This is an optimization exercise on Yosys and OpenROAD, whose aim is small area, a short achievable clock period and few clock cycles per item, not a production implementation. Only simulation tests tie the RTL to the original design; equivalence was not proved. Power and IR drop assume default switching activity.

Setup of run a:
==> flow/design.v (excerpt) <==
module ControlPID(dataf_oo,y_k_i,clk_i,dataf_i,reset,coeff_1,coeff_2,coeff_3, ref_i, servo_o
    );
Size: ~3000 cells after synthesis, ~15000 sq um of cells after synthesis.
==> module ControlPID, before the edit <==
module ControlPID(dataf_oo,y_k_i,clk_i,dataf_i,reset,coeff_1,coeff_2,coeff_3, ref_i, servo_o
    );
	 parameter WIDTH=12;
	 input wire clk_i;
	 input wire reset;
	 input wire dataf_i;
	 output wire dataf_oo;
	 output wire signed [WIDTH-1:0] servo_o;
	 input wire [WIDTH-1:0] y_k_i;
	 input signed [WIDTH-1:0] ref_i;
	 input wire signed [WIDTH-1:0] coeff_1;
	 input wire signed [WIDTH-1:0] coeff_2;
	 input wire signed [WIDTH-1:0] coeff_3;
	 function [11:0] ssub(input [11:0] a, input [11:0] b);
		reg [11:0] d;
		begin
			d = a - b;
			if (!a[11] && b[11] && d[11])       ssub = 12'h7FF;
			else if (a[11] && !b[11] && !d[11]) ssub = 12'hFFF;
			else                                ssub = d;
		end
	 endfunction
	 function [11:0] sadd(input [11:0] a, input [11:0] b);
		reg [11:0] s;
		begin
			s = a + b;
			if (!a[11] && !b[11] && s[11])      sadd = 12'h7FF;
			else if (a[11] && b[11] && !s[11])  sadd = 12'hFFF;
			else                                sadd = s;
		end
	 endfunction
	 function [11:0] smul_hi(input [11:0] b);
		begin
			if (b == 12'h000)      smul_hi = 12'h000;
			else if (b == 12'h001) smul_hi = 12'h7FF;
			else if (b == 12'h002) smul_hi = 12'h7FE;
			else if (b == 12'hFFF) smul_hi = 12'h801;
			else if (b == 12'hFFE) smul_hi = 12'h802;
			else                   smul_hi = b[11] ? 12'hFFF : 12'h7FF;
		end
	 endfunction
	 function [11:0] smul_lo(input [11:0] b);
		smul_lo = (b == 12'h800) ? 12'h000 : -b;
	 endfunction
	 reg [WIDTH-1:0] Regy_k_1, Reg_I_1, Reg_p, Reg_d;
	 reg s2;
	 wire [WIDTH-1:0] p_w, m_w, d_w;
	 smul_booth mul_p(.a(y_k_i), .b(coeff_2), .q(p_w));
	 wire [WIDTH-1:0] e_w  = ref_i - y_k_i;
	 wire e_hi = ~ref_i[11] &  y_k_i[11] &  e_w[11];
	 wire e_lo =  ref_i[11] & ~y_k_i[11] & ~e_w[11];
	 wire [WIDTH-1:0] dy_w = y_k_i - Regy_k_1;
	 wire dy_hi = ~y_k_i[11] &  Regy_k_1[11] &  dy_w[11];
	 wire dy_lo =  y_k_i[11] & ~Regy_k_1[11] & ~dy_w[11];
	 wire [WIDTH-1:0] m_raw, d_raw;
	 smul_booth mul_m(.a(e_w), .b(coeff_3), .q(m_raw));
	 smul_booth mul_d(.a(dy_w), .b(coeff_1), .q(d_raw));
	 assign m_w = e_hi  ? smul_hi(coeff_3) : e_lo  ? smul_lo(coeff_3) : m_raw;
	 assign d_w = dy_hi ? smul_hi(coeff_1) : dy_lo ? smul_lo(coeff_1) : d_raw;
	 always @(posedge clk_i, posedge reset)
		if (reset) begin
			s2        <= 1'b0;
			Regy_k_1  <= 12'b0;
			Reg_I_1   <= 12'b0;
			Reg_p     <= 12'b0;
			Reg_d     <= 12'b0;
		end else begin
			s2 <= dataf_i;
			if (dataf_i) begin
				Reg_I_1   <= sadd(m_w, Reg_I_1);
				Regy_k_1  <= y_k_i;
				Reg_p     <= p_w;
				Reg_d     <= d_w;
			end
		end
	 assign dataf_oo = s2;
	 wire [12:0] x_w = {Reg_I_1[11], Reg_I_1} - {Reg_p[11], Reg_p};
	 wire [13:0] w_w = {{2{Reg_I_1[11]}}, Reg_I_1} - {{2{Reg_p[11]}}, Reg_p} - {{2{Reg_d[11]}}, Reg_d};
	 wire x_hi = ~x_w[12] &  x_w[11];
	 wire x_lo =  x_w[12] & ~x_w[11];
	 wire w_hi = ~w_w[13] & (w_w[12] | w_w[11]);
	 wire w_lo =  w_w[13] & ~(w_w[12] & w_w[11]);
	 wire [11:0] u_n = w_hi ? 12'h7FF : w_lo ? 12'hFFF : w_w[11:0];
	 assign servo_o  = x_hi ? (Reg_d[11] ? 12'h7FF : Reg_d ^ 12'h7FF) :
	                   x_lo ? ~Reg_d : u_n;
endmodule
Settings: LEC_CHECK=0, ABC_AREA=1, CAP_MARGIN=20, CORE_MARGIN=2, CORE_UTILIZATION=40, SLEW_MARGIN=20; clock period 12.0 ns.
standard.sh (not shown) runs the stock make flow with config.mk's settings and CLKGATE_MAP_FILE= SYNTH_SCRIPT=/design/flow/synth_recipe.tcl, a recipe that flattens the netlist after the stock synthesis.
==> flow/flow/run.sh <==
#!/bin/bash
# Standard layout with two changes:
#  - synthesis leaves adders to ABC (ADDER_MAP_FILE empty: no full/half-adder
#    cell extraction), so ABC maps the whole datapath itself;
#  - the port buffers are buf_2 cells instead of the default choice.
set -euo pipefail
bash standard.sh ADDER_MAP_FILE= "BUFFER_PORTS_ARGS=-buffer_cell sky130_fd_sc_hd__buf_2" finish > standard_flow.log 2>&1
Testbench counts of run a, summed over its fixed seeds: cycles 4,800, items 2,400.
diff inputs: run a => run b
--- a/flow/design.v
+++ b/flow/design.v
@@ -27,66 +27,42 @@
 			s = a + b;
 			if (!a[11] && !b[11] && s[11])      sadd = 12'h7FF;
 			else if (a[11] && b[11] && !s[11])  sadd = 12'hFFF;
 			else                                sadd = s;
 		end
 	 endfunction
-	 function [11:0] smul_hi(input [11:0] b);
-		begin
-			if (b == 12'h000)      smul_hi = 12'h000;
-			else if (b == 12'h001) smul_hi = 12'h7FF;
-			else if (b == 12'h002) smul_hi = 12'h7FE;
-			else if (b == 12'hFFF) smul_hi = 12'h801;
-			else if (b == 12'hFFE) smul_hi = 12'h802;
-			else                   smul_hi = b[11] ? 12'hFFF : 12'h7FF;
-		end
-	 endfunction
-	 function [11:0] smul_lo(input [11:0] b);
-		smul_lo = (b == 12'h800) ? 12'h000 : -b;
-	 endfunction
-	 reg [WIDTH-1:0] Regy_k_1, Reg_I_1, Reg_p, Reg_d;
+	 reg [WIDTH-1:0] Regy_k_1, Reg_I_1, Reg_servo;
+	 reg [WIDTH-1:0] Reg_p, Reg_m, Reg_d;
 	 reg s2;
 	 wire [WIDTH-1:0] p_w, m_w, d_w;
 	 smul_booth mul_p(.a(y_k_i), .b(coeff_2), .q(p_w));
-	 wire [WIDTH-1:0] e_w  = ref_i - y_k_i;
-	 wire e_hi = ~ref_i[11] &  y_k_i[11] &  e_w[11];
-	 wire e_lo =  ref_i[11] & ~y_k_i[11] & ~e_w[11];
-	 wire [WIDTH-1:0] dy_w = y_k_i - Regy_k_1;
-	 wire dy_hi = ~y_k_i[11] &  Regy_k_1[11] &  dy_w[11];
-	 wire dy_lo =  y_k_i[11] & ~Regy_k_1[11] & ~dy_w[11];
-	 wire [WIDTH-1:0] m_raw, d_raw;
-	 smul_booth mul_m(.a(e_w), .b(coeff_3), .q(m_raw));
-	 smul_booth mul_d(.a(dy_w), .b(coeff_1), .q(d_raw));
-	 assign m_w = e_hi  ? smul_hi(coeff_3) : e_lo  ? smul_lo(coeff_3) : m_raw;
-	 assign d_w = dy_hi ? smul_hi(coeff_1) : dy_lo ? smul_lo(coeff_1) : d_raw;
+	 smul_booth mul_m(.a(ssub(ref_i, y_k_i)), .b(coeff_3), .q(m_w));
+	 smul_booth mul_d(.a(ssub(y_k_i, Regy_k_1)), .b(coeff_1), .q(d_w));
+	 always @(posedge clk_i) begin
+		Reg_p <= p_w;
+		Reg_m <= m_w;
+		Reg_d <= d_w;
+	 end
+	 wire [WIDTH-1:0] I = sadd(Reg_m, Reg_I_1);
+	 wire [WIDTH-1:0] u = ssub(ssub(I, Reg_p), Reg_d);
+	 assign dataf_oo = s2;
+	 assign servo_o  = s2 ? u : Reg_servo;
 	 always @(posedge clk_i, posedge reset)
 		if (reset) begin
 			s2        <= 1'b0;
 			Regy_k_1  <= 12'b0;
 			Reg_I_1   <= 12'b0;
-			Reg_p     <= 12'b0;
-			Reg_d     <= 12'b0;
+			Reg_servo <= 12'b0;
 		end else begin
 			s2 <= dataf_i;
-			if (dataf_i) begin
-				Reg_I_1   <= sadd(m_w, Reg_I_1);
+			if (s2) begin
+				Reg_I_1   <= I;
 				Regy_k_1  <= y_k_i;
-				Reg_p     <= p_w;
-				Reg_d     <= d_w;
+				Reg_servo <= u;
 			end
 		end
-	 assign dataf_oo = s2;
-	 wire [12:0] x_w = {Reg_I_1[11], Reg_I_1} - {Reg_p[11], Reg_p};
-	 wire [13:0] w_w = {{2{Reg_I_1[11]}}, Reg_I_1} - {{2{Reg_p[11]}}, Reg_p} - {{2{Reg_d[11]}}, Reg_d};
-	 wire x_hi = ~x_w[12] &  x_w[11];
-	 wire x_lo =  x_w[12] & ~x_w[11];
-	 wire w_hi = ~w_w[13] & (w_w[12] | w_w[11]);
-	 wire w_lo =  w_w[13] & ~(w_w[12] & w_w[11]);
-	 wire [11:0] u_n = w_hi ? 12'h7FF : w_lo ? 12'hFFF : w_w[11:0];
-	 assign servo_o  = x_hi ? (Reg_d[11] ? 12'h7FF : Reg_d ^ 12'h7FF) :
-	                   x_lo ? ~Reg_d : u_n;
 endmodule
 module smul_booth(input [11:0] a, input [11:0] b, output [11:0] q);
   wire one0 = b[0] ^ 1'b0;
   wire two0 = (b[1] & ~b[0] & ~1'b0) | (~b[1] & b[0] & 1'b0);
   wire neg0 = b[1];
   wire r0_0 = ((one0 & a[0]) | (two0 & 1'b0)) ^ neg0;
==> results.txt <==
The cell-internal power number comes out lower for run a vs run b.
Run b has more setup slack than run a.
Count of instances resized after the clock tree is built came out exactly the same in run a and run b.
Between run a and run b, the cell count went up.
Cell area after synthesis deteriorates in run b relative to run a.
Compared to run a, run b has first-pass GRT wire length 2.4% lower.
Worst hold slack (higher): run a
Run b against run a: half-perimeter wire length after placement lower; detailed-route vias per instance lower; utilization higher.
Delta (run b minus run a): switching share of power has increased, final design area excluding fillers saw an increase.
Testbench counts of run b, summed over its fixed seeds: cycles 4,800, items 2,400.

[re-timing with driven ports]
In the flow no input, the clock included, has a driving cell. The finished layouts below were timed again as built, in two steps. Step 1 assumes that a clkbuf_16 drives the clock port and a buf_2 every other input. Step 2 also shifts input and output timing later by t, the mid clock arrival at the registers, as if the neighbouring blocks saw the same clock. a / b / c = ideal ports / drivers / drivers and shift; a / b = the first two.
run	t, ns	slack for setup (ns)	worst setup path after step 2	latest minus earliest clock arrival (ns)	cell pins on the clock port's net
run a	0.352	4.503 / 4.528 / 4.176	input to register	0.007 / 0.007	1
run b	0.393	5.114 / 5.073 / 5.267	input to register	0.016 / 0.016	1
After both steps setup and hold are still met in every run listed. The setup slack of run a, which loses most, moves by +0.025 ns with the drivers and by -0.327 ns with both steps.
